This is an optimization exercise on Yosys and OpenROAD, whose aim is small area, a short achievable clock period and few clock cycles per item, not a production implementation. For this run, only the layout was checked, not whether the RTL still works. Power figures rest on the tool's default switching activity, not on a simulated workload.

==> flow/standard.sh <==
#!/bin/bash
# synth_recipe.tcl (not shown) runs the flow's synth.tcl, then flattens the netlist and writes it again
# the make line also repeats each setting of config.mk as NAME=value (left out here)
make -C /OpenROAD-flow-scripts/flow DESIGN_CONFIG=/design/flow/config.mk WORK_HOME=/design/flow/orfs CLKGATE_MAP_FILE= SYNTH_SCRIPT=/design/flow/synth_recipe.tcl "${@:-finish}"
==> flow/flow/run.sh <==
#!/bin/bash
# The standard layout, with every input and output port buffered by a
# sky130_fd_sc_hd__buf_1 instead of the resizer's default choice.
set -euo pipefail
bash standard.sh BUFFER_PORTS_ARGS="-buffer_cell sky130_fd_sc_hd__buf_1" ADDER_MAP_FILE= finish > standard.log 2>&1
==> flow/constraint.sdc <==
create_clock -name core_clock -period 6.0 [get_ports {clk}]
set_input_delay 1.2000 -clock core_clock [delete_from_list [all_inputs] [get_ports {clk}]]
set_output_delay 1.2000 -clock core_clock [all_outputs]
set_load 0.01 [all_outputs]
==> flow/design.v <==
module single_divider (Clk, a_in, d_in, q_out, r_out);
input Clk;
input [7:0] a_in, d_in;
output [7:0] q_out, r_out;
wire [0:0] x0 = a_in[7:7];
wire [1:0] b_0;
wire [0:0] df_0;
assign b_0[0] = 1'b0;
assign df_0[0] = x0[0] ^ d_in[0] ^ b_0[0];
assign b_0[1] = (~x0[0] & d_in[0]) | (~(x0[0] ^ d_in[0]) & b_0[0]);
wire ge_0 = (d_in[7:1] == 0) && !b_0[1];
wire [0:0] r1 = ge_0 ? df_0 : x0;
wire [0:0] qq1 = {ge_0};
wire [6:0] aa1 = a_in[6:0];
wire [1:0] x1 = {r1, aa1[6:6]};
wire [2:0] b_1;
wire [1:0] df_1;
assign b_1[0] = 1'b0;
assign df_1[0] = x1[0] ^ d_in[0] ^ b_1[0];
assign b_1[1] = (~x1[0] & d_in[0]) | (~(x1[0] ^ d_in[0]) & b_1[0]);
assign df_1[1] = x1[1] ^ d_in[1] ^ b_1[1];
assign b_1[2] = (~x1[1] & d_in[1]) | (~(x1[1] ^ d_in[1]) & b_1[1]);
wire ge_1 = (d_in[7:2] == 0) && !b_1[2];
wire [1:0] r2 = ge_1 ? df_1 : x1;
wire [1:0] qq2 = {qq1, ge_1};
wire [5:0] aa2 = aa1[5:0];
wire [2:0] x2 = {r2, aa2[5:5]};
wire [3:0] b_2;
wire [2:0] df_2;
assign b_2[0] = 1'b0;
assign df_2[0] = x2[0] ^ d_in[0] ^ b_2[0];
assign b_2[1] = (~x2[0] & d_in[0]) | (~(x2[0] ^ d_in[0]) & b_2[0]);
assign df_2[1] = x2[1] ^ d_in[1] ^ b_2[1];
assign b_2[2] = (~x2[1] & d_in[1]) | (~(x2[1] ^ d_in[1]) & b_2[1]);
assign df_2[2] = x2[2] ^ d_in[2] ^ b_2[2];
assign b_2[3] = (~x2[2] & d_in[2]) | (~(x2[2] ^ d_in[2]) & b_2[2]);
wire ge_2 = (d_in[7:3] == 0) && !b_2[3];
wire [2:0] r3 = ge_2 ? df_2 : x2;
wire [2:0] qq3 = {qq2, ge_2};
wire [4:0] aa3 = aa2[4:0];
wire [3:0] x3 = {r3, aa3[4:4]};
wire [4:0] b_3;
wire [3:0] df_3;
assign b_3[0] = 1'b0;
assign df_3[0] = x3[0] ^ d_in[0] ^ b_3[0];
assign b_3[1] = (~x3[0] & d_in[0]) | (~(x3[0] ^ d_in[0]) & b_3[0]);
assign df_3[1] = x3[1] ^ d_in[1] ^ b_3[1];
assign b_3[2] = (~x3[1] & d_in[1]) | (~(x3[1] ^ d_in[1]) & b_3[1]);
assign df_3[2] = x3[2] ^ d_in[2] ^ b_3[2];
assign b_3[3] = (~x3[2] & d_in[2]) | (~(x3[2] ^ d_in[2]) & b_3[2]);
assign df_3[3] = x3[3] ^ d_in[3] ^ b_3[3];
assign b_3[4] = (~x3[3] & d_in[3]) | (~(x3[3] ^ d_in[3]) & b_3[3]);
wire ge_3 = (d_in[7:4] == 0) && !b_3[4];
wire [3:0] r4 = ge_3 ? df_3 : x3;
wire [3:0] qq4 = {qq3, ge_3};
wire [3:0] aa4 = aa3[3:0];
wire [4:0] x4 = {r4, aa4[3:3]};
wire [5:0] b_4;
wire [4:0] df_4;
assign b_4[0] = 1'b0;
assign df_4[0] = x4[0] ^ d_in[0] ^ b_4[0];
assign b_4[1] = (~x4[0] & d_in[0]) | (~(x4[0] ^ d_in[0]) & b_4[0]);
assign df_4[1] = x4[1] ^ d_in[1] ^ b_4[1];
assign b_4[2] = (~x4[1] & d_in[1]) | (~(x4[1] ^ d_in[1]) & b_4[1]);
assign df_4[2] = x4[2] ^ d_in[2] ^ b_4[2];
assign b_4[3] = (~x4[2] & d_in[2]) | (~(x4[2] ^ d_in[2]) & b_4[2]);
assign df_4[3] = x4[3] ^ d_in[3] ^ b_4[3];
assign b_4[4] = (~x4[3] & d_in[3]) | (~(x4[3] ^ d_in[3]) & b_4[3]);
assign df_4[4] = x4[4] ^ d_in[4] ^ b_4[4];
assign b_4[5] = (~x4[4] & d_in[4]) | (~(x4[4] ^ d_in[4]) & b_4[4]);
wire ge_4 = (d_in[7:5] == 0) && !b_4[5];
wire [4:0] r5 = ge_4 ? df_4 : x4;
wire [4:0] qq5 = {qq4, ge_4};
wire [2:0] aa5 = aa4[2:0];
reg [4:0] r_p1;
always @(posedge Clk) r_p1 <= r5;
reg [2:0] a_p1;
always @(posedge Clk) a_p1 <= aa5;
reg [4:0] q_p1;
always @(posedge Clk) q_p1 <= qq5;
reg [7:0] d_p1;
always @(posedge Clk) d_p1 <= d_in;
wire [5:0] x5 = {r_p1, a_p1[2:2]};
wire [6:0] b_5;
wire [5:0] df_5;
assign b_5[0] = 1'b0;
assign df_5[0] = x5[0] ^ d_p1[0] ^ b_5[0];
assign b_5[1] = (~x5[0] & d_p1[0]) | (~(x5[0] ^ d_p1[0]) & b_5[0]);
assign df_5[1] = x5[1] ^ d_p1[1] ^ b_5[1];
assign b_5[2] = (~x5[1] & d_p1[1]) | (~(x5[1] ^ d_p1[1]) & b_5[1]);
assign df_5[2] = x5[2] ^ d_p1[2] ^ b_5[2];
assign b_5[3] = (~x5[2] & d_p1[2]) | (~(x5[2] ^ d_p1[2]) & b_5[2]);
assign df_5[3] = x5[3] ^ d_p1[3] ^ b_5[3];
assign b_5[4] = (~x5[3] & d_p1[3]) | (~(x5[3] ^ d_p1[3]) & b_5[3]);
assign df_5[4] = x5[4] ^ d_p1[4] ^ b_5[4];
assign b_5[5] = (~x5[4] & d_p1[4]) | (~(x5[4] ^ d_p1[4]) & b_5[4]);
assign df_5[5] = x5[5] ^ d_p1[5] ^ b_5[5];
assign b_5[6] = (~x5[5] & d_p1[5]) | (~(x5[5] ^ d_p1[5]) & b_5[5]);
wire ge_5 = (d_p1[7:6] == 0) && !b_5[6];
wire [5:0] r6 = ge_5 ? df_5 : x5;
wire [5:0] qq6 = {q_p1, ge_5};
wire [1:0] aa6 = a_p1[1:0];
wire [6:0] x6 = {r6, aa6[1:1]};
wire [7:0] b_6;
wire [6:0] df_6;
assign b_6[0] = 1'b0;
assign df_6[0] = x6[0] ^ d_p1[0] ^ b_6[0];
assign b_6[1] = (~x6[0] & d_p1[0]) | (~(x6[0] ^ d_p1[0]) & b_6[0]);
assign df_6[1] = x6[1] ^ d_p1[1] ^ b_6[1];
assign b_6[2] = (~x6[1] & d_p1[1]) | (~(x6[1] ^ d_p1[1]) & b_6[1]);
assign df_6[2] = x6[2] ^ d_p1[2] ^ b_6[2];
assign b_6[3] = (~x6[2] & d_p1[2]) | (~(x6[2] ^ d_p1[2]) & b_6[2]);
assign df_6[3] = x6[3] ^ d_p1[3] ^ b_6[3];
assign b_6[4] = (~x6[3] & d_p1[3]) | (~(x6[3] ^ d_p1[3]) & b_6[3]);
assign df_6[4] = x6[4] ^ d_p1[4] ^ b_6[4];
assign b_6[5] = (~x6[4] & d_p1[4]) | (~(x6[4] ^ d_p1[4]) & b_6[4]);
assign df_6[5] = x6[5] ^ d_p1[5] ^ b_6[5];
assign b_6[6] = (~x6[5] & d_p1[5]) | (~(x6[5] ^ d_p1[5]) & b_6[5]);
assign df_6[6] = x6[6] ^ d_p1[6] ^ b_6[6];
assign b_6[7] = (~x6[6] & d_p1[6]) | (~(x6[6] ^ d_p1[6]) & b_6[6]);
wire ge_6 = (d_p1[7:7] == 0) && !b_6[7];
wire [6:0] r7 = ge_6 ? df_6 : x6;
wire [6:0] qq7 = {qq6, ge_6};
wire [0:0] aa7 = aa6[0:0];
wire [7:0] x7 = {r7, aa7[0:0]};
wire [8:0] b_7;
wire [7:0] df_7;
assign b_7[0] = 1'b0;
assign df_7[0] = x7[0] ^ d_p1[0] ^ b_7[0];
assign b_7[1] = (~x7[0] & d_p1[0]) | (~(x7[0] ^ d_p1[0]) & b_7[0]);
assign df_7[1] = x7[1] ^ d_p1[1] ^ b_7[1];
assign b_7[2] = (~x7[1] & d_p1[1]) | (~(x7[1] ^ d_p1[1]) & b_7[1]);
assign df_7[2] = x7[2] ^ d_p1[2] ^ b_7[2];
assign b_7[3] = (~x7[2] & d_p1[2]) | (~(x7[2] ^ d_p1[2]) & b_7[2]);
assign df_7[3] = x7[3] ^ d_p1[3] ^ b_7[3];
assign b_7[4] = (~x7[3] & d_p1[3]) | (~(x7[3] ^ d_p1[3]) & b_7[3]);
assign df_7[4] = x7[4] ^ d_p1[4] ^ b_7[4];
assign b_7[5] = (~x7[4] & d_p1[4]) | (~(x7[4] ^ d_p1[4]) & b_7[4]);
assign df_7[5] = x7[5] ^ d_p1[5] ^ b_7[5];
assign b_7[6] = (~x7[5] & d_p1[5]) | (~(x7[5] ^ d_p1[5]) & b_7[5]);
assign df_7[6] = x7[6] ^ d_p1[6] ^ b_7[6];
assign b_7[7] = (~x7[6] & d_p1[6]) | (~(x7[6] ^ d_p1[6]) & b_7[6]);
assign df_7[7] = x7[7] ^ d_p1[7] ^ b_7[7];
assign b_7[8] = (~x7[7] & d_p1[7]) | (~(x7[7] ^ d_p1[7]) & b_7[7]);
wire ge_7 = 1'b1 && !b_7[8];
wire [7:0] r8 = ge_7 ? df_7 : x7;
wire [7:0] qq8 = {qq7, ge_7};
assign q_out = qq8;
assign r_out = r8;
endmodule
`timescale 1 ns / 100 ps
module Out_of_Order_divider (clk, rst, start, memory_write_complete, dd_addr, dd_data, qr_we, qr_addr, qr_data);
input clk, rst, start;
output memory_write_complete;
output [4:0] dd_addr;
input [15:0] dd_data;
output qr_we;
output [4:0] qr_addr;
output [15:0] qr_data;
reg [5:0] cnt;
reg run;
wire last = run && (cnt == 6'd32);
always @(posedge clk, posedge rst)
begin
  if (rst) begin
    cnt <= 6'd0;
    run <= 1'b0;
  end else if (last) begin
    cnt <= 6'd0;
    run <= 1'b0;
  end else if (start || run) begin
    cnt <= cnt + 6'd1;
    run <= 1'b1;
  end
end
wire [5:0] wcnt = cnt - 6'd1;
assign dd_addr = cnt[4:0];
assign qr_we = run && (cnt >= 6'd1);
assign qr_addr = wcnt[4:0];
assign memory_write_complete = last;
single_divider divider (.Clk(clk), .a_in(dd_data[15:8]), .d_in(dd_data[7:0]), .q_out(qr_data[15:8]), .r_out(qr_data[7:0]));
endmodule
==> flow/config.mk <==
export PLATFORM = sky130hd
export DESIGN_NAME = Out_of_Order_divider
export DESIGN_NICKNAME = Out_of_Order_divider
export VERILOG_FILES = /design/flow/design.v
export SDC_FILE = /design/flow/constraint.sdc
export NUM_CORES = 4
export LEC_CHECK = 0
export CAP_MARGIN = 20
export CORE_MARGIN = 2
export CORE_UTILIZATION = 40
export PLACE_DENSITY = 0.6
export SLEW_MARGIN = 20
==> impl_metrics.py <==
metrics = {
    "sta": {
        "fin_crit_ps": 6220,
        "worstMarginPinSlew_ps": 604,
        "setup_viol": 7,
        "setup-tns-final_ps": -927,
        "fmaxAchievable_mhz": 161,
        "hold_viol": 0,
        "worst_slack_ps": -223,
        "max_slew_margin": 0.594,
        "fin_skew_ps": 0.659,
        "rsz0062_at_grt": "true",
        "period_share": 1.04,
        "holdWs_ps": 586,
        "final_max_slew_viol_count": 0,
    },
    "placement": {
        "post-place-cells": 563,
        "place_ws_ps": 90.9,
        "place_congestion": 0.904,
        "port_buffers": 46,
        "dp_hpwl_um": 6390,
    },
    "grt": {
        "grtUsageTotal": 0.198,
        "grt_start_max_net_pins": 17,
        "grt_overflow": 0,
        "grt_pass1_wl_um": 14100,
        "grt_pass1_vias": 2973,
        "antenna_found_initial": 0,
    },
    "floorplan": {
        "io_pins": 47,
        "fp.dieW_um": 92.1,
        "rows": 32,
        "start_util": 0.408,
        "die_y_um": 92.1,
        "core-area_mm2": 0.00761,
        "fp.dieArea_mm2": 0.00848,
    },
    "cts": {
        "htree_levels": 1,
        "cts.sinks": 28,
        "root_buffer": "clkbuf_8",
        "cts_tree": "done",
        "clk_latency_ps": 270,
        "max-clock-path-buffers": 2,
        "cts_buffers": 3,
        "path_clk_slew_ps": 100,
        "cts_hold_buffers": 0,
    },
    "synth": {
        "post_synth_num_cell_types": 81,
        "ys_seq_area_frac": 0.192,
        "avgSynthCellArea_um2": 7.52,
        "ys_warn_count": 2,
        "synthCells": 413,
        "synth_area_mm2": 0.00310,
        "syn-num-nets": 432,
        "async_flop_share": 0.250,
        "synth_edf_count": 0,
        "yosys_register_bits": 28,
        "synth_ff_type": "dfxtp_1",
    },
    "power": {
        "comb_power_share": 0.575,
        "seq_power_share": 0.274,
        "p_sw_frac": 0.433,
        "p_int_w": 0.000555,
        "p_sw_w": 0.000423,
        "power.clock.fraction": 0.151,
        "irDropWorstVdd_v": 0.000194,
        "power_density_mw_per_mm2": 246,
        "p_leak_nw": 1.49,
    },
    "setup_path": {
        "critPathRequiredTime_ps": 4800,
        "worstSetupPathType": "flip-flop to output pin",
        "rrSetupSlack_ps": 3810,
        "cp_common_cell": "buf_4",
        "rr_endpoint": "cnt[2]",
        "path_cells": "nand2b_4 > maj3_2 > a211o_4 > buf_12 > nand2_8 > inv_2 > nor2_4 > o41ai_4 > buf_4 > a311oi_4 > nand3_2 > a311oi_4 > buf_4 > nor2_4 > clkinv_2 > a21boi_1 > a221o_1 > o32ai_4 > nor3_1 > o22a_2 > buf_4 > nor2_2 > xnor2_1 > buf_2",
        "cp_max_fo": 8,
        "ff2ff_path_depth": 7,
        "cp-end-kind": "output pin",
        "crit_slowest_cell": "a311oi_4",
        "cpPeakStageDelay_ps": 440,
        "r2r_start": "cnt[1]",
        "cp.arrival_ps": 5020,
        "crit_path_start_kind": "flip-flop",
    },
    "worst_hold_path": {
        "min_path_cells": 2,
        "hold_class": "flip-flop to flip-flop",
        "min_from": "cnt[5]",
        "hold_path_end": "cnt[5]",
    },
    "detailed_routing": {
        "avgViaCountPerCell": 5.64,
        "firstDrtPassIters": 4,
        "drc_errors": 0,
        "top_layer": "met4",
        "wl_met2_um": 4610,
        "detail_route.wirelength.met1_um": 3830,
        "wl_met3_um": 242,
        "ant_nets": 0,
        "finalWirelength_um": 8900,
        "via_count": 3283,
        "wl_per_cell_um": 15.3,
        "drt_iter0_drc": 189,
    },
    "outcome": {
        "status": "finished with violations",
        "violations": "setup timing",
    },
    "final_layout": {
        "instances_no_fill": 582,
        "drive_gt1_frac": 0.288,
        "final_util": 0.522,
        "multiInputGateArea_mm2": 0.00252,
        "diodes": 0,
        "area_growth_syn_to_layout_pct": 27.8,
        "n_fill_cell": 759,
        "final-seq-area_um2": 601,
        "nets": 500,
    },
    "run": {
        "max_cap_violations": 0,
    },
}
-- synth_stat cells, drive strengths merged (7+ instances only) --
cell type | instances | share of area
maj3 | 7 | 0.025
nand3 | 13 | 0.023
a21oi | 24 | 0.040
and2 | 8 | 0.016
clkbuf | 15 | 0.018
inv | 27 | 0.033
o21ai | 30 | 0.053
nor2 | 35 | 0.044
dfxtp | 21 | 0.14
nand2 | 33 | 0.041
dfrtp | 7 | 0.056
xnor2 | 35 | 0.10
buf | 13 | 0.028
nor2b | 9 | 0.018
nand4 | 7 | 0.014
nand2b | 12 | 0.024
nor3 | 14 | 0.023
nor4 | 7 | 0.018
-- power groups by stage --
stage	clock network, W	registers (W)	logic, W
floorplan	0	0.000243	0.000395
global placement	0	0.000267	0.000470
detailed placement	0	0.000271	0.000478
CTS	0.000153	0.000268	0.000516
global route	0.000158	0.000278	0.000613
finish	0.000147	0.000268	0.000562
-- state kept, by name, indices dropped and copies added, names as in the netlist --
signal and flops:
divider.a_p1 3, run 1, divider.r_p1 5, divider.d_p1 8
cnt 6, divider.q_p1 5
-- how the worst max path moves through the flow --
stage | to | slack (ps) | startpoint
floorplan | qr_data[1] | 390 | divider.d_p1[1]
global placement | qr_data[1] | 150 | divider.a_p1[2]
detailed placement | qr_data[1] | 90 | divider.a_p1[2]
CTS | qr_data[1] | -20 | divider.a_p1[2]
global route | qr_data[1] | -470 | divider.a_p1[2]
finish | qr_data[2] | -220 | divider.a_p1[2]
-- layout by cell type (no fill, tap or decap), drive strengths merged, types with 3 or more instances in the layout --
cell type	n
xnor2	35
nor2	35
and2	8
a31o	3
dfxtp	21
a21o	5
xor2	6
o22ai	3
o2111ai	3
a311o	3
clkbuf	5
inv	27
nand3	13
a311oi	5
o31a	4
dfrtp	7
a211oi	5
nand2	33
nor4	7
a2111oi	3
buf	89
maj3	7
o221ai	3
o21ai	30
or3	3
nand3b	3
nand4	7
nor2b	9
a31oi	5
nand2b	12
o31ai	5
nor3	14
and3	6
a21oi	24
a21boi	3
-- stage by stage --
stage,area (um^2),total power [W]
CTS,3790,0.000936
global placement,3490,0.000737
global route,3970,0.00105
finish,3970,0.000978
floorplan,3100,0.000639
detailed placement,3490,0.000748
-- cell families (layout without fill, tap and decap cells) --
family / Yosys count / in the layout / share of synthesized area
simple gates: 156 / 156 / 0.262
compound gates: 122 / 122 / 0.313
buf+inv: 57 / 124 / 0.0814
xor+xnor: 41 / 41 / 0.121
flops: 28 / 28 / 0.192
fa+ha+maj: 7 / 7 / 0.0250
mux: 2 / 2 / 0.00685
-- per-layer routing --
layer  vias to the layer above  track usage
li1                       1622            -
met1                      1573        0.254
met2                        75        0.354
met3                        13       0.0140
met4                         0       0.0597
met5                         -            0
-- area by class of cell --
class / instances / share of cell area
flip-flops and latches: 28 / 0.151
multi-input cells: 328 / 0.636
repair buffers: 91 / 0.134
inverters: 29 / 0.0278
well taps: 102 / 0.0322
clock buffers: 3 / 0.0104
clock inverters: 1 / 0.00757
-- critical path, delay by kind of cell, from the launching register on --
kind	cells	cell delay, ps
and+or+nand+nor	7	740
buffers and inverters	7	970
adders and majority gates	1	360
AOI/OAI and AO/OA	8	2180
DFF	1	330
xor gates and xnor gates	1	160
-- timing repair --
item | CTS | global route
resized for setup | 35 | 36
setup endpoints to repair | 7 | 9
buffers inserted | 9 | 7
pin swaps | 26 | 27

==> port drivers added, routing unchanged <==
No port has a modelled driver above. Below, the same layout with a new extraction and two added sets of constraints. Step 1: set_driving_cell puts a clkbuf_16 on clk and a buf_2 on each other input, an assumption about the parent block. Step 2 moves the port delays by t, midway between the first and last clock arrival at a register: inputs arrive t later, outputs are due t later. That takes back most of the time a late clock gives input paths. a / b / c = no drivers / after step 1 / after step 2; a / b = the first two.
t, ns: 0.298
setup WS [ns]: -0.223 / -0.252 / 0.046
clock arrival spread, ns: 0.010 / 0.010
For this run, drivers alone change the setup slack by -0.029 ns; drivers and shift together by +0.269 ns.
